Source: an optimization exercise on an open RTL-to-GDS flow (aim: small area). Production flows keep margins and buffers that such runs may drop. No functional check of the RTL was part of any run shown here. Power and IR drop assume default switching activity.

==> flow/design.v (outline; a module is shown in full before it is edited, if it fits) <==
// module FPExpAdder: 21 lines
// module FPExpDec: 26 lines
// module FloatingPointMultiplier: 1389 lines
// module FullAdder: 4 lines
// module HalfAdder: 4 lines
// module Or2: 3 lines
// module Aoi21: 3 lines
// module Aoi22: 3 lines
// module Oai21: 3 lines
// module Nand2: 3 lines
// module Nor2: 3 lines
// module Inv: 3 lines
// module Xor2: 3 lines
// module Xnor2: 3 lines
module FloatingPointMultiplier(
	input wire [26 : 0] in_1,
	input wire [26 : 0] in_2,
	input wire clk_pll,
	output wire [26 : 0] out
    );
  // ...
==> flow/flow/run.sh <==
#!/bin/bash
# Layout flow: the standard synthesis and layout, with
# - the smallest buffer cell for the port buffers instead of the one
#   buffer_ports picks by default,
# - every combinational cell sized down before global placement
#   (flow/downsize.tcl), so that timing repair sizes up only what it needs,
# - timing-driven global placement that does not keep the buffers its
#   virtual repair inserts (GPL_KEEP_OVERFLOW=0); timing is repaired later,
# - input port buffers with many loads sized up to buf_2 after global
#   placement (flow/portbuf.tcl),
# - clock tree synthesis without dummy loads.
set -euo pipefail
bash standard.sh synth > synth.log 2>&1
bash standard.sh 'BUFFER_PORTS_ARGS=-buffer_cell sky130_fd_sc_hd__buf_1' \
  "PRE_GLOBAL_PLACE_TCL=$PWD/flow/downsize.tcl" GPL_KEEP_OVERFLOW=0 \
  "POST_GLOBAL_PLACE_TCL=$PWD/flow/portbuf.tcl" \
  'CTS_ARGS=-sink_clustering_enable -repair_clock_nets -dont_use_dummy_load -buf_list {sky130_fd_sc_hd__clkbuf_4 sky130_fd_sc_hd__clkbuf_8}' \
  finish > layout.log 2>&1
==> flow/flow/downsize.tcl <==
# Before global placement: give every combinational cell the smallest-area
# variant of its own cell (same function and pins). Timing repair later sizes up only what needs it.
set db [ord::get_db]
set block [ord::get_db_block]
set swapped 0
foreach inst [$block getInsts] {
  set master [$inst getMaster]
  set name [$master getName]
  if {![regexp {^(sky130_fd_sc_hd__([a-z0-9]+))_([0-9]+)$} $name -> base kind size]} { continue }
  # leave sequential, clock, tap, fill and delay cells alone
  if {[regexp {^(df|dl|sdf|edf|sedf|clk|tap|fill|decap|conb|diode|lpflow|probe|dly|macro)} $kind]} { continue }
  set best $master
  foreach s {0 1 2 4 6 8 12 16} {
    set m [$db findMaster "${base}_$s"]
    if {$m == "NULL" || $m == ""} { continue }
    if {[$m getWidth] < [$best getWidth]} {
      set best $m
    }
  }
  if {$best != $master} {
    $inst swapMaster $best
    incr swapped
  }
}
puts "downsize.tcl: swapped $swapped instances to smaller cells"
==> flow/flow/portbuf.tcl <==
# After global placement: an input port buffer that drives many cells gets the
# next size up (buf_2) rather than having the timing repair pick a clock or
# delay buffer for it later.
set db [ord::get_db]
set block [ord::get_db_block]
set buf2 [$db findMaster sky130_fd_sc_hd__buf_2]
set n 0
foreach inst [$block getInsts] {
  if {[[$inst getMaster] getName] != "sky130_fd_sc_hd__buf_1"} { continue }
  foreach it [$inst getITerms] {
    if {[$it isOutputSignal]} {
      set net [$it getNet]
      if {$net != "NULL" && [llength [$net getITerms]] > 8} {
        $inst swapMaster $buf2
        incr n
      }
    }
  }
}
puts "portbuf.tcl: sized up $n buffers driving more than 7 cells"
==> flow/standard.sh <==
#!/bin/bash
# synth_recipe.tcl (not shown) runs the flow's synth.tcl, then flattens the netlist and writes it again
# the make line also repeats each setting of config.mk as NAME=value (left out here)
make -C /OpenROAD-flow-scripts/flow DESIGN_CONFIG=/design/flow/config.mk WORK_HOME=/design/flow/orfs CLKGATE_MAP_FILE= SYNTH_SCRIPT=/design/flow/synth_recipe.tcl "${@:-finish}"
==> flow/config.mk <==
export PLATFORM = sky130hd
export DESIGN_NAME = FloatingPointMultiplier
export DESIGN_NICKNAME = FloatingPointMultiplier
export VERILOG_FILES = /design/flow/design.v
export SDC_FILE = /design/flow/constraint.sdc
export NUM_CORES = 4
export LEC_CHECK = 0
export CAP_MARGIN = 20
export CORE_MARGIN = 2
export CORE_UTILIZATION = 40
export CTS_BUF_LIST = sky130_fd_sc_hd__clkbuf_4 sky130_fd_sc_hd__clkbuf_8
export SLEW_MARGIN = 20
export SYNTH_HIERARCHICAL = 1
==> flow/constraint.sdc <==
create_clock -name core_clock -period 6.8 [get_ports {clk_pll}]
set_input_delay 1.3600 -clock core_clock [delete_from_list [all_inputs] [get_ports {clk_pll}]]
set_output_delay 1.3600 -clock core_clock [all_outputs]
set_load 0.01 [all_outputs]
==> flow_metrics.tcl, run 1 <==
set metrics [dict create \
    internal_power_mw 2.406 \
    wl_met3_um 1485 \
    clkPwrFrac 0.015 \
    signal_buffers 78 \
    stdcell_area_sq_um 9607 \
    timing.hold.ws_ps 1282 \
    wl_um 23530 \
    slew_viol_final 0 \
    switching_power_mw 3.160 \
    firstDrtPassIters 7 \
    synth_largest_area_cell "fa_1" \
    status "finished clean" \
    fmaxAchievable_mhz 155.8 \
    tightest_slew_ps 835.7 \
    fin_util 0.3974 \
    p_clk_mw 0.0851 \
    powerDensity_nw_per_um2 579.4 \
    largest_reg_flops 18 \
    wl_met2_um 12220 \
    placed_cells 1307 \
    cp-startpoint "in_2[0]" \
    layout_setup_ws_ps 379.6 \
    rsz0062_at_grt "false" \
    wl_per_cell_um 17.96 \
    instances_no_fill 1310 \
    via_per_inst 5.129 \
]
==> run 2: changes to the inputs <==
--- a/flow/design.v
+++ b/flow/design.v
@@ -1080,332 +1080,214 @@
 	Nor2 u_nor2_26 (.a(f523), .b(f522), .y(n72));
 	wire n73;
 	Xor2 u_xor2_17 (.a(f523), .b(f522), .y(n73));
 	wire n74;
 	Nor2 u_nor2_27 (.a(f5), .b(f1), .y(n74));
 	wire n75;
 	Nand2 u_nand2_10 (.a(n74), .b(n22), .y(n75));
 	wire n76;
-	Nand2 u_nand2_11 (.a(n74), .b(n23), .y(n76));
+	Nor2 u_nor2_28 (.a(f11), .b(n75), .y(n76));
 	wire n77;
-	Nor2 u_nor2_28 (.a(n76), .b(pp_0_0), .y(n77));
+	Nor2 u_nor2_29 (.a(f29), .b(f19), .y(n77));
 	wire n78;
-	Nor2 u_nor2_29 (.a(f19), .b(f11), .y(n78));
+	Nand2 u_nand2_11 (.a(n77), .b(n76), .y(n78));
 	wire n79;
 	Aoi21 u_aoi21_1 (.a(n28), .b(n29), .c(n26), .y(n79));
 	wire n80;
 	Nand2 u_nand2_12 (.a(n29), .b(n27), .y(n80));
 	wire n81;
-	Nor2 u_nor2_30 (.a(f41), .b(f29), .y(n81));
+	Nor2 u_nor2_30 (.a(f41), .b(n78), .y(n81));
 	wire n82;
-	Nand2 u_nand2_13 (.a(n81), .b(n78), .y(n82));
+	Nor2 u_nor2_31 (.a(n80), .b(f69), .y(n82));
 	wire n83;
-	Nor2 u_nor2_31 (.a(n80), .b(f69), .y(n83));
+	Aoi21 u_aoi21_2 (.a(n24), .b(n25), .c(n81), .y(n83));
 	wire n84;
-	Aoi21 u_aoi21_2 (.a(n32), .b(n33), .c(n30), .y(n84));
+	Aoi21 u_aoi21_3 (.a(n32), .b(n33), .c(n30), .y(n84));
 	wire n85;
-	Nand2 u_nand2_14 (.a(n33), .b(n31), .y(n85));
+	Nand2 u_nand2_13 (.a(n33), .b(n31), .y(n85));
 	wire n86;
-	Aoi21 u_aoi21_3 (.a(n36), .b(n37), .c(n34), .y(n86));
+	Aoi21 u_aoi21_4 (.a(n36), .b(n37), .c(n34), .y(n86));
 	wire n87;
-	Nand2 u_nand2_15 (.a(n37), .b(n35), .y(n87));
+	Nand2 u_nand2_14 (.a(n37), .b(n35), .y(n87));
 	wire n88;
 	Oai21 u_oai21_1 (.a(n86), .b(n87), .c(n84), .y(n88));
 	wire n89;
 	Nor2 u_nor2_32 (.a(n87), .b(n85), .y(n89));
 	wire n90;
-	Aoi21 u_aoi21_4 (.a(n38), .b(n39), .c(n88), .y(n90));
+	Aoi21 u_aoi21_5 (.a(n38), .b(n39), .c(n88), .y(n90));
 	wire n91;
-	Nand2 u_nand2_16 (.a(n39), .b(n89), .y(n91));
+	Nand2 u_nand2_15 (.a(n39), .b(n89), .y(n91));
 	wire n92;
-	Inv u_inv_2 (.a(n79), .y(n92));
+	Inv u_inv_2 (.a(n82), .y(n92));
 	wire n93;
-	Aoi21 u_aoi21_5 (.a(n92), .b(n83), .c(n24), .y(n93));
+	Oai21 u_oai21_2 (.a(n79), .b(n92), .c(n83), .y(n93));
 	wire n94;
-	Nand2 u_nand2_17 (.a(n83), .b(n25), .y(n94));
+	Inv u_inv_3 (.a(n93), .y(n94));
 	wire n95;
-	Nor2 u_nor2_33 (.a(n94), .b(n82), .y(n95));
+	Oai21 u_oai21_3 (.a(n90), .b(n91), .c(n94), .y(n95));
 	wire n96;
-	Inv u_inv_3 (.a(n95), .y(n96));
+	Aoi21 u_aoi21_6 (.a(n40), .b(n41), .c(n95), .y(n96));
 	wire n97;
-	Oai21 u_oai21_2 (.a(n93), .b(n96), .c(n75), .y(n97));
+	Aoi21 u_aoi21_7 (.a(n44), .b(n45), .c(n42), .y(n97));
 	wire n98;
-	Nand2 u_nand2_18 (.a(n95), .b(n77), .y(n98));
+	Nand2 u_nand2_16 (.a(n45), .b(n43), .y(n98));
 	wire n99;
-	Inv u_inv_4 (.a(n97), .y(n99));
+	Aoi21 u_aoi21_8 (.a(n48), .b(n49), .c(n46), .y(n99));
 	wire n100;
-	Oai21 u_oai21_3 (.a(n90), .b(n91), .c(n99), .y(n100));
+	Nand2 u_nand2_17 (.a(n49), .b(n47), .y(n100));
 	wire n101;
-	Nor2 u_nor2_34 (.a(n91), .b(n98), .y(n101));
+	Aoi21 u_aoi21_9 (.a(n52), .b(n53), .c(n50), .y(n101));
 	wire n102;
-	Aoi21 u_aoi21_6 (.a(n42), .b(n43), .c(n40), .y(n102));
+	Nand2 u_nand2_18 (.a(n53), .b(n51), .y(n102));
 	wire n103;
-	Nand2 u_nand2_19 (.a(n43), .b(n41), .y(n103));
+	Aoi21 u_aoi21_10 (.a(n56), .b(n57), .c(n54), .y(n103));
 	wire n104;
-	Aoi21 u_aoi21_7 (.a(n46), .b(n47), .c(n44), .y(n104));
+	Nand2 u_nand2_19 (.a(n57), .b(n55), .y(n104));
 	wire n105;
-	Nand2 u_nand2_20 (.a(n47), .b(n45), .y(n105));
+	Aoi21 u_aoi21_11 (.a(n60), .b(n61), .c(n58), .y(n105));
 	wire n106;
-	Aoi21 u_aoi21_8 (.a(n50), .b(n51), .c(n48), .y(n106));
+	Nand2 u_nand2_20 (.a(n61), .b(n59), .y(n106));
 	wire n107;
-	Nand2 u_nand2_21 (.a(n51), .b(n49), .y(n107));
+	Aoi21 u_aoi21_12 (.a(n64), .b(n65), .c(n62), .y(n107));
 	wire n108;
-	Aoi21 u_aoi21_9 (.a(n54), .b(n55), .c(n52), .y(n108));
+	Nand2 u_nand2_21 (.a(n65), .b(n63), .y(n108));
 	wire n109;
-	Nand2 u_nand2_22 (.a(n55), .b(n53), .y(n109));
+	Aoi21 u_aoi21_13 (.a(n68), .b(n69), .c(n66), .y(n109));
 	wire n110;
-	Aoi21 u_aoi21_10 (.a(n58), .b(n59), .c(n56), .y(n110));
+	Nand2 u_nand2_22 (.a(n69), .b(n67), .y(n110));
 	wire n111;
-	Nand2 u_nand2_23 (.a(n59), .b(n57), .y(n111));
+	Aoi21 u_aoi21_14 (.a(n72), .b(n73), .c(n70), .y(n111));
 	wire n112;
-	Aoi21 u_aoi21_11 (.a(n62), .b(n63), .c(n60), .y(n112));
+	Nand2 u_nand2_23 (.a(n73), .b(n71), .y(n112));
 	wire n113;
-	Nand2 u_nand2_24 (.a(n63), .b(n61), .y(n113));
+	Oai21 u_oai21_4 (.a(n97), .b(n98), .c(n96), .y(n113));
 	wire n114;
-	Aoi21 u_aoi21_12 (.a(n66), .b(n67), .c(n64), .y(n114));
+	Oai21 u_oai21_5 (.a(n101), .b(n102), .c(n99), .y(n114));
 	wire n115;
-	Nand2 u_nand2_25 (.a(n67), .b(n65), .y(n115));
+	Nor2 u_nor2_33 (.a(n102), .b(n100), .y(n115));
 	wire n116;
-	Aoi21 u_aoi21_13 (.a(n70), .b(n71), .c(n68), .y(n116));
+	Oai21 u_oai21_6 (.a(n105), .b(n106), .c(n103), .y(n116));
 	wire n117;
-	Nand2 u_nand2_26 (.a(n71), .b(n69), .y(n117));
+	Nor2 u_nor2_34 (.a(n106), .b(n104), .y(n117));
 	wire n118;
-	Inv u_inv_5 (.a(n72), .y(n118));
+	Oai21 u_oai21_7 (.a(n109), .b(n110), .c(n107), .y(n118));
 	wire n119;
-	Nor2 u_nor2_35 (.a(n21), .b(n118), .y(n119));
+	Nor2 u_nor2_35 (.a(n110), .b(n108), .y(n119));
 	wire n120;
-	Inv u_inv_6 (.a(n21), .y(n120));
+	Nor2 u_nor2_36 (.a(n21), .b(n111), .y(n120));
 	wire n121;
-	Nand2 u_nand2_27 (.a(n120), .b(n73), .y(n121));
+	Nor2 u_nor2_37 (.a(n21), .b(n112), .y(n121));
 	wire n122;
-	Inv u_inv_7 (.a(n44), .y(n122));
+	Inv u_inv_4 (.a(n99), .y(n122));
 	wire n123;
-	Inv u_inv_8 (.a(n45), .y(n123));
+	Inv u_inv_5 (.a(n100), .y(n123));
 	wire n124;
-	Oai21 u_oai21_4 (.a(n122), .b(n123), .c(n102), .y(n124));
+	Aoi21 u_aoi21_15 (.a(n122), .b(n123), .c(n113), .y(n124));
 	wire n125;
-	Inv u_inv_9 (.a(n103), .y(n125));
+	Aoi21 u_aoi21_16 (.a(n114), .b(n115), .c(n113), .y(n125));
 	wire n126;
-	Nand2 u_nand2_28 (.a(n45), .b(n125), .y(n126));
+	Inv u_inv_6 (.a(n107), .y(n126));
 	wire n127;
-	Oai21 u_oai21_5 (.a(n104), .b(n105), .c(n102), .y(n127));
+	Inv u_inv_7 (.a(n108), .y(n127));
 	wire n128;
-	Nor2 u_nor2_36 (.a(n105), .b(n103), .y(n128));
+	Aoi21 u_aoi21_17 (.a(n126), .b(n127), .c(n116), .y(n128));
 	wire n129;
-	Inv u_inv_10 (.a(n52), .y(n129));
+	Nand2 u_nand2_24 (.a(n127), .b(n117), .y(n129));
 	wire n130;
-	Inv u_inv_11 (.a(n53), .y(n130));
+	Aoi21 u_aoi21_18 (.a(n118), .b(n119), .c(n116), .y(n130));
 	wire n131;
-	Oai21 u_oai21_6 (.a(n129), .b(n130), .c(n106), .y(n131));
+	Nand2 u_nand2_25 (.a(n119), .b(n117), .y(n131));
 	wire n132;
-	Nor2 u_nor2_37 (.a(n130), .b(n107), .y(n132));
+	Oai21 u_oai21_8 (.a(n103), .b(n104), .c(n125), .y(n132));
 	wire n133;
-	Oai21 u_oai21_7 (.a(n108), .b(n109), .c(n106), .y(n133));
+	Inv u_inv_8 (.a(n116), .y(n133));
 	wire n134;
-	Nor2 u_nor2_38 (.a(n109), .b(n107), .y(n134));
+	Inv u_inv_9 (.a(n117), .y(n134));
 	wire n135;
-	Inv u_inv_12 (.a(n60), .y(n135));
+	Oai21 u_oai21_9 (.a(n133), .b(n134), .c(n125), .y(n135));
 	wire n136;
-	Inv u_inv_13 (.a(n61), .y(n136));
+	Oai21 u_oai21_10 (.a(n128), .b(n129), .c(n125), .y(n136));
 	wire n137;
-	Oai21 u_oai21_8 (.a(n135), .b(n136), .c(n110), .y(n137));
+	Oai21 u_oai21_11 (.a(n130), .b(n131), .c(n125), .y(n137));
 	wire n138;
-	Nor2 u_nor2_39 (.a(n136), .b(n111), .y(n138));
+	Inv u_inv_10 (.a(n111), .y(n138));
 	wire n139;
-	Oai21 u_oai21_9 (.a(n112), .b(n113), .c(n110), .y(n139));
+	Inv u_inv_11 (.a(n112), .y(n139));
 	wire n140;
-	Nor2 u_nor2_40 (.a(n113), .b(n111), .y(n140));
+	Aoi21 u_aoi21_19 (.a(n138), .b(n139), .c(n137), .y(n140));
 	wire n141;
-	Inv u_inv_14 (.a(n68), .y(n141));
+	Aoi21 u_aoi21_20 (.a(n120), .b(n121), .c(n137), .y(n141));
 	wire n142;
-	Inv u_inv_15 (.a(n69), .y(n142));
+	Inv u_inv_12 (.a(n42), .y(n142));
 	wire n143;
-	Oai21 u_oai21_10 (.a(n141), .b(n142), .c(n114), .y(n143));
+	Inv u_inv_13 (.a(n43), .y(n143));
 	wire n144;
-	Nor2 u_nor2_41 (.a(n142), .b(n115), .y(n144));
+	Oai21 u_oai21_12 (.a(n142), .b(n143), .c(n96), .y(n144));
 	wire n145;
-	Oai21 u_oai21_11 (.a(n116), .b(n117), .c(n114), .y(n145));
+	Aoi21 u_aoi21_21 (.a(n46), .b(n47), .c(n113), .y(n145));
 	wire n146;
-	Nor2 u_nor2_42 (.a(n117), .b(n115), .y(n146));
+	Inv u_inv_14 (.a(n50), .y(n146));
 	wire n147;
-	Aoi21 u_aoi21_14 (.a(n48), .b(n49), .c(n127), .y(n147));
+	Inv u_inv_15 (.a(n51), .y(n147));
 	wire n148;
-	Nand2 u_nand2_29 (.a(n49), .b(n128), .y(n148));
+	Oai21 u_oai21_13 (.a(n146), .b(n147), .c(n124), .y(n148));
 	wire n149;
-	Inv u_inv_16 (.a(n106), .y(n149));
+	Inv u_inv_16 (.a(n54), .y(n149));
 	wire n150;
-	Inv u_inv_17 (.a(n107), .y(n150));
+	Inv u_inv_17 (.a(n55), .y(n150));
 	wire n151;
-	Aoi21 u_aoi21_15 (.a(n149), .b(n150), .c(n127), .y(n151));
+	Oai21 u_oai21_14 (.a(n149), .b(n150), .c(n125), .y(n151));
 	wire n152;
-	Nand2 u_nand2_30 (.a(n150), .b(n128), .y(n152));
+	Aoi21 u_aoi21_22 (.a(n58), .b(n59), .c(n132), .y(n152));
 	wire n153;
-	Aoi21 u_aoi21_16 (.a(n131), .b(n132), .c(n127), .y(n153));
+	Aoi21 u_aoi21_23 (.a(n62), .b(n63), .c(n135), .y(n153));
 	wire n154;
-	Nand2 u_nand2_31 (.a(n132), .b(n128), .y(n154));
+	Aoi21 u_aoi21_24 (.a(n66), .b(n67), .c(n136), .y(n154));
 	wire n155;
-	Aoi21 u_aoi21_17 (.a(n133), .b(n134), .c(n127), .y(n155));
+	Aoi21 u_aoi21_25 (.a(n70), .b(n71), .c(n137), .y(n155));
 	wire n156;
-	Nand2 u_nand2_32 (.a(n134), .b(n128), .y(n156));
+	Xnor2 u_xnor2_11 (.a(n41), .b(n95), .y(n156));
 	wire n157;
-	Aoi21 u_aoi21_18 (.a(n64), .b(n65), .c(n139), .y(n157));
+	Xor2 u_xor2_18 (.a(n43), .b(n96), .y(n157));
 	wire n158;
-	Nand2 u_nand2_33 (.a(n65), .b(n140), .y(n158));
+	Xnor2 u_xnor2_12 (.a(n45), .b(n144), .y(n158));
 	wire n159;
-	Inv u_inv_18 (.a(n114), .y(n159));
+	Xnor2 u_xnor2_13 (.a(n47), .b(n113), .y(n159));
 	wire n160;
-	Inv u_inv_19 (.a(n115), .y(n160));
+	Xor2 u_xor2_19 (.a(n49), .b(n145), .y(n160));
 	wire n161;
-	Aoi21 u_aoi21_19 (.a(n159), .b(n160), .c(n139), .y(n161));
+	Xor2 u_xor2_20 (.a(n51), .b(n124), .y(n161));
 	wire n162;
-	Nand2 u_nand2_34 (.a(n160), .b(n140), .y(n162));
+	Xnor2 u_xnor2_14 (.a(n53), .b(n148), .y(n162));
 	wire n163;
-	Aoi21 u_aoi21_20 (.a(n143), .b(n144), .c(n139), .y(n163));
+	Xor2 u_xor2_21 (.a(n55), .b(n125), .y(n163));
 	wire n164;
-	Nand2 u_nand2_35 (.a(n144), .b(n140), .y(n164));
+	Xnor2 u_xnor2_15 (.a(n57), .b(n151), .y(n164));
 	wire n165;
-	Aoi21 u_aoi21_21 (.a(n145), .b(n146), .c(n139), .y(n165));
+	Xnor2 u_xnor2_16 (.a(n59), .b(n132), .y(n165));
 	wire n166;
-	Nand2 u_nand2_36 (.a(n146), .b(n140), .y(n166));
+	Xor2 u_xor2_22 (.a(n61), .b(n152), .y(n166));
 	wire n167;
-	Inv u_inv_20 (.a(n56), .y(n167));
+	Xnor2 u_xnor2_17 (.a(n63), .b(n135), .y(n167));
 	wire n168;
-	Inv u_inv_21 (.a(n57), .y(n168));
+	Xor2 u_xor2_23 (.a(n65), .b(n153), .y(n168));
 	wire n169;
-	Oai21 u_oai21_12 (.a(n167), .b(n168), .c(n155), .y(n169));
+	Xnor2 u_xnor2_18 (.a(n67), .b(n136), .y(n169));
 	wire n170;
-	Nor2 u_nor2_43 (.a(n168), .b(n156), .y(n170));
+	Xor2 u_xor2_24 (.a(n69), .b(n154), .y(n170));
 	wire n171;
-	Oai21 u_oai21_13 (.a(n110), .b(n111), .c(n155), .y(n171));
+	Xnor2 u_xnor2_19 (.a(n71), .b(n137), .y(n171));
 	wire n172;
-	Nor2 u_nor2_44 (.a(n111), .b(n156), .y(n172));
+	Xor2 u_xor2_25 (.a(n73), .b(n155), .y(n172));
 	wire n173;
-	Inv u_inv_22 (.a(n137), .y(n173));
+	Xnor2 u_xnor2_20 (.a(n21), .b(n140), .y(n173));
 	wire n174;
-	Inv u_inv_23 (.a(n138), .y(n174));
-	wire n175;
-	Oai21 u_oai21_14 (.a(n173), .b(n174), .c(n155), .y(n175));
-	wire n176;
-	Nor2 u_nor2_45 (.a(n174), .b(n156), .y(n176));
-	wire n177;
-	Inv u_inv_24 (.a(n139), .y(n177));
-	wire n178;
-	Inv u_inv_25 (.a(n140), .y(n178));
-	wire n179;
-	Oai21 u_oai21_15 (.a(n177), .b(n178), .c(n155), .y(n179));
-	wire n180;
-	Nor2 u_nor2_46 (.a(n178), .b(n156), .y(n180));
-	wire n181;
-	Oai21 u_oai21_16 (.a(n157), .b(n158), .c(n155), .y(n181));
-	wire n182;
-	Nor2 u_nor2_47 (.a(n158), .b(n156), .y(n182));
-	wire n183;
-	Oai21 u_oai21_17 (.a(n161), .b(n162), .c(n155), .y(n183));
-	wire n184;
-	Nor2 u_nor2_48 (.a(n162), .b(n156), .y(n184));
-	wire n185;
-	Oai21 u_oai21_18 (.a(n163), .b(n164), .c(n155), .y(n185));
-	wire n186;
-	Nor2 u_nor2_49 (.a(n164), .b(n156), .y(n186));
-	wire n187;
-	Oai21 u_oai21_19 (.a(n165), .b(n166), .c(n155), .y(n187));
-	wire n188;
-	Nor2 u_nor2_50 (.a(n166), .b(n156), .y(n188));
-	wire n189;
-	Aoi21 u_aoi21_22 (.a(n72), .b(n73), .c(n187), .y(n189));
-	wire n190;
-	Nand2 u_nand2_37 (.a(n73), .b(n188), .y(n190));
-	wire n191;
-	Inv u_inv_26 (.a(n121), .y(n191));
-	wire n192;
-	Aoi21 u_aoi21_23 (.a(n119), .b(n191), .c(n187), .y(n192));
-	wire n193;
-	Nand2 u_nand2_38 (.a(n191), .b(n188), .y(n193));
-	wire n194;
-	Aoi21 u_aoi21_24 (.a(n40), .b(n41), .c(n100), .y(n194));
-	wire n195;
-	Inv u_inv_27 (.a(n102), .y(n195));
-	wire n196;
-	Aoi21 u_aoi21_25 (.a(n195), .b(n125), .c(n100), .y(n196));
-	wire n197;
-	Inv u_inv_28 (.a(n126), .y(n197));
-	wire n198;
-	Aoi21 u_aoi21_26 (.a(n124), .b(n197), .c(n100), .y(n198));
-	wire n199;
-	Aoi21 u_aoi21_27 (.a(n127), .b(n128), .c(n100), .y(n199));
-	wire n200;
-	Inv u_inv_29 (.a(n100), .y(n200));
-	wire n201;
-	Oai21 u_oai21_20 (.a(n147), .b(n148), .c(n200), .y(n201));
-	wire n202;
-	Oai21 u_oai21_21 (.a(n151), .b(n152), .c(n200), .y(n202));
-	wire n203;
-	Oai21 u_oai21_22 (.a(n153), .b(n154), .c(n200), .y(n203));
-	wire n204;
-	Oai21 u_oai21_23 (.a(n155), .b(n156), .c(n200), .y(n204));
-	wire n205;
-	Aoi21 u_aoi21_28 (.a(n169), .b(n170), .c(n100), .y(n205));
-	wire n206;
-	Aoi21 u_aoi21_29 (.a(n171), .b(n172), .c(n100), .y(n206));
-	wire n207;
-	Aoi21 u_aoi21_30 (.a(n175), .b(n176), .c(n100), .y(n207));
-	wire n208;
-	Aoi21 u_aoi21_31 (.a(n179), .b(n180), .c(n100), .y(n208));
-	wire n209;
-	Aoi21 u_aoi21_32 (.a(n181), .b(n182), .c(n100), .y(n209));
-	wire n210;
-	Aoi21 u_aoi21_33 (.a(n183), .b(n184), .c(n100), .y(n210));
-	wire n211;
-	Aoi21 u_aoi21_34 (.a(n185), .b(n186), .c(n100), .y(n211));
-	wire n212;
-	Aoi21 u_aoi21_35 (.a(n187), .b(n188), .c(n100), .y(n212));
-	wire n213;
-	Oai21 u_oai21_24 (.a(n189), .b(n190), .c(n200), .y(n213));
-	wire n214;
-	Oai21 u_oai21_25 (.a(n192), .b(n193), .c(n200), .y(n214));
-	wire n215;
-	Xnor2 u_xnor2_11 (.a(n41), .b(n100), .y(n215));
-	wire n216;
-	Xor2 u_xor2_18 (.a(n43), .b(n194), .y(n216));
-	wire n217;
-	Xor2 u_xor2_19 (.a(n45), .b(n196), .y(n217));
-	wire n218;
-	Xor2 u_xor2_20 (.a(n47), .b(n198), .y(n218));
-	wire n219;
-	Xor2 u_xor2_21 (.a(n49), .b(n199), .y(n219));
-	wire n220;
-	Xnor2 u_xnor2_12 (.a(n51), .b(n201), .y(n220));
-	wire n221;
-	Xnor2 u_xnor2_13 (.a(n53), .b(n202), .y(n221));
-	wire n222;
-	Xnor2 u_xnor2_14 (.a(n55), .b(n203), .y(n222));
-	wire n223;
-	Xnor2 u_xnor2_15 (.a(n57), .b(n204), .y(n223));
-	wire n224;
-	Xor2 u_xor2_22 (.a(n59), .b(n205), .y(n224));
-	wire n225;
-	Xor2 u_xor2_23 (.a(n61), .b(n206), .y(n225));
-	wire n226;
-	Xor2 u_xor2_24 (.a(n63), .b(n207), .y(n226));
-	wire n227;
-	Xor2 u_xor2_25 (.a(n65), .b(n208), .y(n227));
-	wire n228;
-	Xor2 u_xor2_26 (.a(n67), .b(n209), .y(n228));
-	wire n229;
-	Xor2 u_xor2_27 (.a(n69), .b(n210), .y(n229));
-	wire n230;
-	Xor2 u_xor2_28 (.a(n71), .b(n211), .y(n230));
-	wire n231;
-	Xor2 u_xor2_29 (.a(n73), .b(n212), .y(n231));
-	wire n232;
-	Xor2 u_xor2_30 (.a(n21), .b(n213), .y(n232));
-	wire n233;
-	Xor2 u_xor2_31 (.a(f524), .b(n214), .y(n233));
-	wire [35 : 17] nprod = {n233, n232, n231, n230, n229, n228, n227, n226, n225, n224, n223, n222, n221, n220, n219, n218, n217, n216, n215};
+	Xnor2 u_xnor2_21 (.a(f524), .b(n141), .y(n174));
+	wire [35 : 17] nprod = {n174, n173, n172, n171, n170, n169, n168, n167, n166, n165, n164, n163, n162, n161, n160, n159, n158, n157, n156};
 	wire [7 : 0] nexp_sum;
 	FPExpAdder fp_exp_adder (
 		.in(in_1[25 : 18]),
 		.change(in_2[25 : 18]),
 		.nout(nexp_sum)
 	);
 	reg pipe_sign;
 	reg [7 : 0] pipe_nexp;
--- a/flow/config.mk
+++ b/flow/config.mk
@@ -4,10 +4,11 @@
 export VERILOG_FILES = /design/flow/design.v
 export SDC_FILE = /design/flow/constraint.sdc
 export NUM_CORES = 4
 export LEC_CHECK = 0
 export CAP_MARGIN = 20
 export CORE_MARGIN = 2
 export CORE_UTILIZATION = 40
 export CTS_BUF_LIST = sky130_fd_sc_hd__clkbuf_4 sky130_fd_sc_hd__clkbuf_8
+export SETUP_SLACK_MARGIN = -0.1
 export SLEW_MARGIN = 20
 export SYNTH_HIERARCHICAL = 1
==> run 2 against run 1 <==
Still clean on timing, DRC and antenna. Non-clock buffer count unchanged. Critical path depth up 1. Clock power down 0.7%. Setup slack worse by 230 ps. Global-route usage down 0.15 points. Flip-flop and latch count unchanged. Sequential power about the same. Combinational power down 13%. Cell count down 4.6%. Synthesized cell count down 5.6%. Critical endpoint unchanged. Largest cell class unchanged.
==> flow_metrics.tcl, run 2 <==
set metrics [dict create \
    final_cell_mix "nand2_1, fa_1, inv_1" \
    switching_share 0.5373 \
    yosys_warnings 7 \
    routed-via-count 6510 \
    antenna_found_initial 0 \
    synthArstFlopShare 0 \
    final_nets 1258 \
    via_per_inst 5.208 \
    fmaxAchievable_mhz 150.4 \
    cts_tree "yes" \
    clkPwrFrac 0.017 \
    mostFrequentLayoutCell "nand2_1" \
    wl_per_cell_um 18.40 \
    crit_top_cell "fa_1" \
    internal_power_mw 2.264 \
    area_delta_synth_final_pct -2.382 \
    synth_most_common_cell "nand2_1" \
    avgSynthCellArea_sq_um 10.32 \
    cts.sinks 28 \
    slew_viol_final 0 \
    ys_types 27 \
    timing.hold.ws_ps 1286 \
    synth_largest_area_cell "fa_1" \
    switching_power_mw 2.629 \
    max-slew-margin-rel 0.5781 \
    setup_viol 0 \
    cp-start-kind "primary input" \
    synth_nets 1246 \
    power_mw 4.893 \
    grtUsageTotal 0.1923 \
    pin_count 82 \
    postRouteAntennaNets 0 \
    drtIter0Drc 350 \
    yosys_most_used_dff "dfxtp_1" \
    crit_arrival_ps 6820 \
    firstDrtPassIters 5 \
    syn_area_sq_um 9509 \
    critPathCaptureType "flop" \
    peakVddDrop_v 0.0005294 \
    period_minus_slack_ps 6647 \
    first_global_vias 7074 \
    crit_chain "buf_2, nand2_1, fa_1, fa_1, fa_1, fa_1, fa_1, fa_1, xnor2_1, nand2_1, a21oi_1, o21ai_1, a21oi_1, o21ai_1, a21oi_2, o21ai_1, a21oi_1, xnor2_1, inv_1" \
    synth_adder_area_share 0.5676 \
    worstPathRequired_ps 6970 \
    cts_buffers 3 \
    synthTopCellsByCount "nand2_1, fa_1, buf_6" \
    htree_num_levels 1 \
    dieArea_sq_um 25020 \
    synth_top_family_by_area "adder cells" \
    drc 0 \
    core_area_sq_um 23400 \
    cp_max_fo 18 \
    synth_mux_area_frac 0 \
    grt_pass1_wl_um 36960 \
    final_layout_size_suffix_gt1_frac 0.04082 \
    clockBufferDepth 2 \
    largest-register "pipe_nprod" \
    ys_seq_area_frac 0.05895 \
    die_h_um 158.2 \
    leakage_nw 3.341 \
    portBuffers 78 \
    synth-simple-area-share 0.1563 \
    max_stage_delay_ps 510 \
    p_comb_frac 0.905 \
    diodes 0 \
    cts.reportedPaths.clkPinSlew_ps 90 \
    hold_violations 0 \
    synth.area.top_cells "fa_1, nand2_1, buf_6, dfxtp_1, xor2_1" \
    tightest_slew_ps 632.0 \
    p_seq_frac 0.078 \
    setup-tns-final_ps 0 \
    grt_max_degree 21 \
    hold_class "primary input to flop" \
    fin_crit_sh 0.9775 \
    synth_compound_area_frac 0.05842 \
    synth-seq-cells 28 \
    cts-hold-fix-buffers 0 \
    powerDensity_nw_per_um2 527.2 \
    start_util 0.4063 \
    wl_um 23000 \
    worstSetupPathType "primary input to flop" \
    synth-xor-area-share 0.05250 \
    synth-edff-count 0 \
    worst_path_max_delay_cell "fa_1" \
    cap_violations 0 \
    place_hpwl_um 17080 \
    overflow 0 \
    ff_latch_area_sq_um 560.5 \
    fillers 2335 \
    cts-root-buf "clkbuf_8" \
    die_x_um 158.2 \
    largest_reg_flops 18 \
    multiInputGateArea_sq_um 7739 \
    placed_cells 1247 \
    synth_top_area_frac 0.5663 \
    status "finished clean" \
    instances_no_fill 1250 \
    largestRegisters "pipe_nprod (18), pipe_nexp (8)" \
    rows 56 \
    netlist_instances 921 \
]
## run 2: metal layers
metal	vias up	GRT usage	wire length [um]	share of wire
met5	-	0	0	0
met2	261	0.3526	12250	0.53
met1	3443	0.2421	8827	0.38
li1	2760	-	-	-
met4	0	0.05105	478	0.021
met3	46	0.01971	1441	0.063
## run 2: cell families (layout without fill, tap and decap cells)
| kind of cell | Yosys count | count (layout) |
|---|---|---|
| AND/OR/NAND/NOR | 375 | 375 |
| flip-flops | 28 | 28 |
| other | 1 | 1 |
| AO/OA/AOI/OAI | 65 | 65 |
| XOR/XNOR | 57 | 57 |
| buffers and inverters | 125 | 135 |
| adder cells (fa/ha/maj) | 270 | 270 |
## run 2: area by class of cell
type,instances,area share
inverter,54,0.02184
clock buffer,3,0.004448
timing repair buffer,78,0.03666
multi-input combinational,768,0.8337
tap,319,0.04300
sequential,28,0.06039
## run 2: path summary, 6_finish.rpt
kind | from | to | slack (ps) | cells after the start
max | in_1[10] | pipe_norm$_DFF_P_ | 150 | 19
min | in_2[26] | pipe_sign$_DFF_P_ | 1290 | 2
## run 2: critical path, delay by kind of cell
family	cells	cell delay (ps)
buffers and inverters	2	450
AOI/OAI and AO/OA	7	1610
adders and majority gates	6	2750
xor gates and xnor gates	2	380
and+or+nand+nor	2	250
## run 2: power by group through the flow
stage	registers, mW	logic, mW	clock network, mW
2_1_floorplan	0.392	3.93	0
3_3_place_gp	0.383	4.40	0
3_5_place_dp	0.383	4.46	0
4_1_cts	0.380	4.49	0.0889
5_1_grt	0.393	5.02	0.0962
6_report	0.381	4.43	0.0845
## run 2: what timing repair did
action	CTS	global route
buffers inserted	0	0
resized for setup	0	3
endpoints found under the setup margin	0	6
hold endpoints to repair	0	0
## run 2: per-stage QoR
| step | setup slack [ps] | utilization | area [sq um] |
|---|---|---|---|
| after CTS | -85.61 | 0.3963 | 9274 |
| after global routing | -98.72 | 0.3967 | 9283 |
| final | 152.8 | 0.3967 | 9283 |
| after floorplan | 476.1 | - | 9509 |
| after global placement | -780.9 | 0.3927 | 9190 |
| after detailed placement | -368.2 | 0.3945 | 9233 |
## run 2: modules after synthesis, one instance, submodules excluded, excerpt
module      times used  cells
FullAdder          269      1
Nand2               31      1
FPExpDec             1     10
Aoi22               17      1
Inv                 52      1
Oai21               14      1
HalfAdder            1      1
FPExpAdder           1     10
Aoi21               25      1
==> run 3: changes to the inputs <==
--- a/flow/config.mk
+++ b/flow/config.mk
@@ -11,3 +11,2 @@
 export CTS_BUF_LIST = sky130_fd_sc_hd__clkbuf_4 sky130_fd_sc_hd__clkbuf_8
-export SETUP_SLACK_MARGIN = -0.1
 export SLEW_MARGIN = 20
==> run 3 against run 2 <==
Non-clock buffer count unchanged. Cell area up 0.18%. Critical path depth unchanged. Critical endpoint unchanged. Largest cell class unchanged.
==> flow_metrics.tcl, run 3 <==
set metrics [dict create \
    cts.sinks 28 \
    largest_reg_flops 18 \
    status "finished clean" \
    diodes 0 \
    worstPathRequired_ps 6970 \
    slew_viol_final 0 \
    via_per_inst 5.212 \
    critPathTopFamily "adder cells" \
    syn_area_sq_um 9509 \
    ys_types 27 \
    wl_um 23110 \
    crit_chain "buf_2, nand2_1, fa_1, fa_1, fa_1, fa_1, fa_1, fa_1, xnor2_1, nand2_1, a21oi_1, o21ai_1, a21oi_1, o21ai_2, a21oi_2, o21ai_1, a21oi_1, xnor2_1, inv_1" \
    rsz0062_at_grt "false" \
    worstSetupPathType "primary input to flop" \
    synth-edff-count 0 \
    largestRegisters "pipe_nprod (18), pipe_nexp (8)" \
    cp-start-kind "primary input" \
    postRouteAntennaNets 0 \
    rows 56 \
    area_delta_synth_final_pct -2.211 \
    max-slew-margin-rel 0.5727 \
    cap_violations 0 \
    synth_most_common_cell "nand2_1" \
    firstDrtPassIters 7 \
    clockBufferDepth 2 \
    crit_top_cell "fa_1" \
    worst_path_max_delay_cell "fa_1" \
    dieArea_sq_um 25020 \
    hold_violations 0 \
    core_area_sq_um 23400 \
    cts_tree "yes" \
    synthArstFlopShare 0 \
    peakVddDrop_v 0.0005358 \
    mostFrequentLayoutCell "nand2_1" \
    cts_buffers 3 \
    setup_viol 0 \
    wl_per_cell_um 18.49 \
    fin_util 0.3973 \
    grt_pass1_wl_um 36980 \
    leakage_nw 3.346 \
    first_global_vias 7094 \
    crit_buf_inv 2 \
    overflow 0 \
    die_x_um 158.2 \
    fmaxAchievable_mhz 152.5 \
    synthTopCellsByCount "nand2_1, fa_1, buf_6" \
    min_from "in_2[26]" \
    final_cell_mix "nand2_1, fa_1, inv_1" \
    yosys_warnings 7 \
    avgSynthCellArea_sq_um 10.32 \
    antenna_found_initial 0 \
    synth_top_area_frac 0.5663 \
    cp_max_fo 18 \
    die_h_um 158.2 \
    htree_num_levels 1 \
    largest-register "pipe_nprod" \
    grtUsageTotal 0.1924 \
    cts_setup_buffers 0 \
    drtIter0Drc 420 \
    grt_max_degree 21 \
    cts-root-buf "clkbuf_8" \
    cts-hold-fix-buffers 0 \
    tightest_slew_ps 640.0 \
    ys_seq_area_frac 0.05895 \
    critPathCaptureType "flop" \
    synth-seq-cells 28 \
    fillers 2336 \
    powerDensity_nw_per_um2 529.8 \
    final_nets 1258 \
    synth_largest_area_cell "fa_1" \
    drc 0 \
    setup-tns-final_ps 0 \
    synth.area.top_cells "fa_1, nand2_1, buf_6, dfxtp_1, xor2_1" \
    place_hpwl_um 17080 \
    crit_arrival_ps 6730 \
    hold_class "primary input to flop" \
    pin_count 82 \
    cp-startpoint "in_2[2]" \
    start_util 0.4063 \
    portBuffers 78 \
    yosys_most_used_dff "dfxtp_1" \
    cts.reportedPaths.clkPinSlew_ps 90 \
    period_minus_slack_ps 6559 \
    final_layout_size_suffix_gt1_frac 0.04189 \
    netlist_instances 921 \
    max_stage_delay_ps 510 \
    routed-via-count 6515 \
    synth_nets 1246 \
    fin_crit_sh 0.9646 \
]
run 3: kinds of logic after synthesis:
group,synth area share
DFF,0.05895
buffers and inverters,0.1058
AOI/OAI and AO/OA,0.05842
and+or+nand+nor,0.1563
xor gates and xnor gates,0.05250
other,0.0003944
adders and majority gates,0.5676
run 3: metrics by stage:
| step | total power [mW] | cells | cell area (sq um) | setup WS (ps) | hold slack, ps |
|---|---|---|---|---|---|
| floorplan | 4.319 | 921 | 9509 | 476.1 | 1453 |
| CTS | 4.979 | 1250 | 9278 | 100.8 | 1278 |
| global placement | 4.782 | 1247 | 9190 | -780.9 | 1556 |
| global route | 5.531 | 1250 | 9299 | 4.519 | 1288 |
| finish | 4.926 | 1250 | 9299 | 240.9 | 1286 |
| detailed placement | 4.847 | 1247 | 9233 | -368.2 | 1567 |
run 3: final timing paths:
| check | endpoint | slack, ps | depth (start not counted) |
|---|---|---|---|
| hold / removal | pipe_sign$_DFF_P_ | 1290 | 2 |
| setup / recovery | pipe_norm$_DFF_P_ | 240 | 19 |
run 3: Yosys stat by module (local to each module, per instance), a selection:
module,area (sq um),times used,flip-flops and latches,cells inside
FPExpDec,82.58,1,0,10
FloatingPointMultiplier,2467,1,28,389
Nand2,3.754,31,0,1
FullAdder,20.02,269,0,1
Nor2,3.754,37,0,1
Inv,3.754,52,0,1
Aoi21,8.758,25,0,1
run 3: what timing repair did:
item	in CTS	in global routing
pin swaps	0	1
setup endpoints to repair	2	3
resized for setup	1	8
hold endpoints to repair	0	0
run 3: area by class of cell:
type | instances | area (sq um) | area share
Inverter | 54 | 202.7 | 0.02180
Multi-Input combinational cell | 768 | 7742 | 0.8326
Clock buffer | 3 | 41.29 | 0.004440
Sequential cell | 28 | 560.5 | 0.06028
Timing Repair Buffer | 78 | 352.8 | 0.03794
Tap cell | 319 | 399.1 | 0.04292
run 3: layer usage:
layer  wire (um)  global-route usage  vias up
met4         596             0.05062        0
met3        1507             0.02053       60
met1        8756              0.2418     3427
met5           0                   0        -
met2       12250              0.3530      266
li1            -                   -     2762
run 3: where the power goes:
group          total [mW]  internal (mW)  switching, mW
combinational        4.46           1.91           2.55
clock              0.0846         0.0396         0.0449
sequential          0.381          0.323         0.0584
total                4.93           2.27           2.65

-- separate check: timing with driven ports --
The flow's constraints put no driver on any port. The routed layouts listed below were extracted and timed again, unchanged, in two steps.
Step 1: set_driving_cell puts a clkbuf_16 on clk_pll and a buf_2 on each other input, an assumption about the parent block.
Step 2 times the ports against the registers' clock, not the clock port: input delays grow and output delays shrink by t, the midpoint of the rising clock arrivals with the driver on.
Three values: ideal ports, drivers, drivers and shift; two values: the first two.
run	t, ns	setup WS [ns]	worst setup path at the end	slew at the worst register clock pin (ns)	worst slew at a driven data input, ns
run 1	0.289	0.380 / 0.362 / 0.073	input to register	0.09 / 0.09	0.05
run 2	0.289	0.153 / 0.158 / -0.131	input to register	0.09 / 0.09	0.04
run 3	0.289	0.241 / 0.247 / -0.043	input to register	0.09 / 0.09	0.04
Met with ideal ports but missed after step 2: setup timing in run 2 and run 3. For run 1, which loses most, drivers alone change the setup slack by -0.018 ns; drivers and shift together by -0.307 ns.
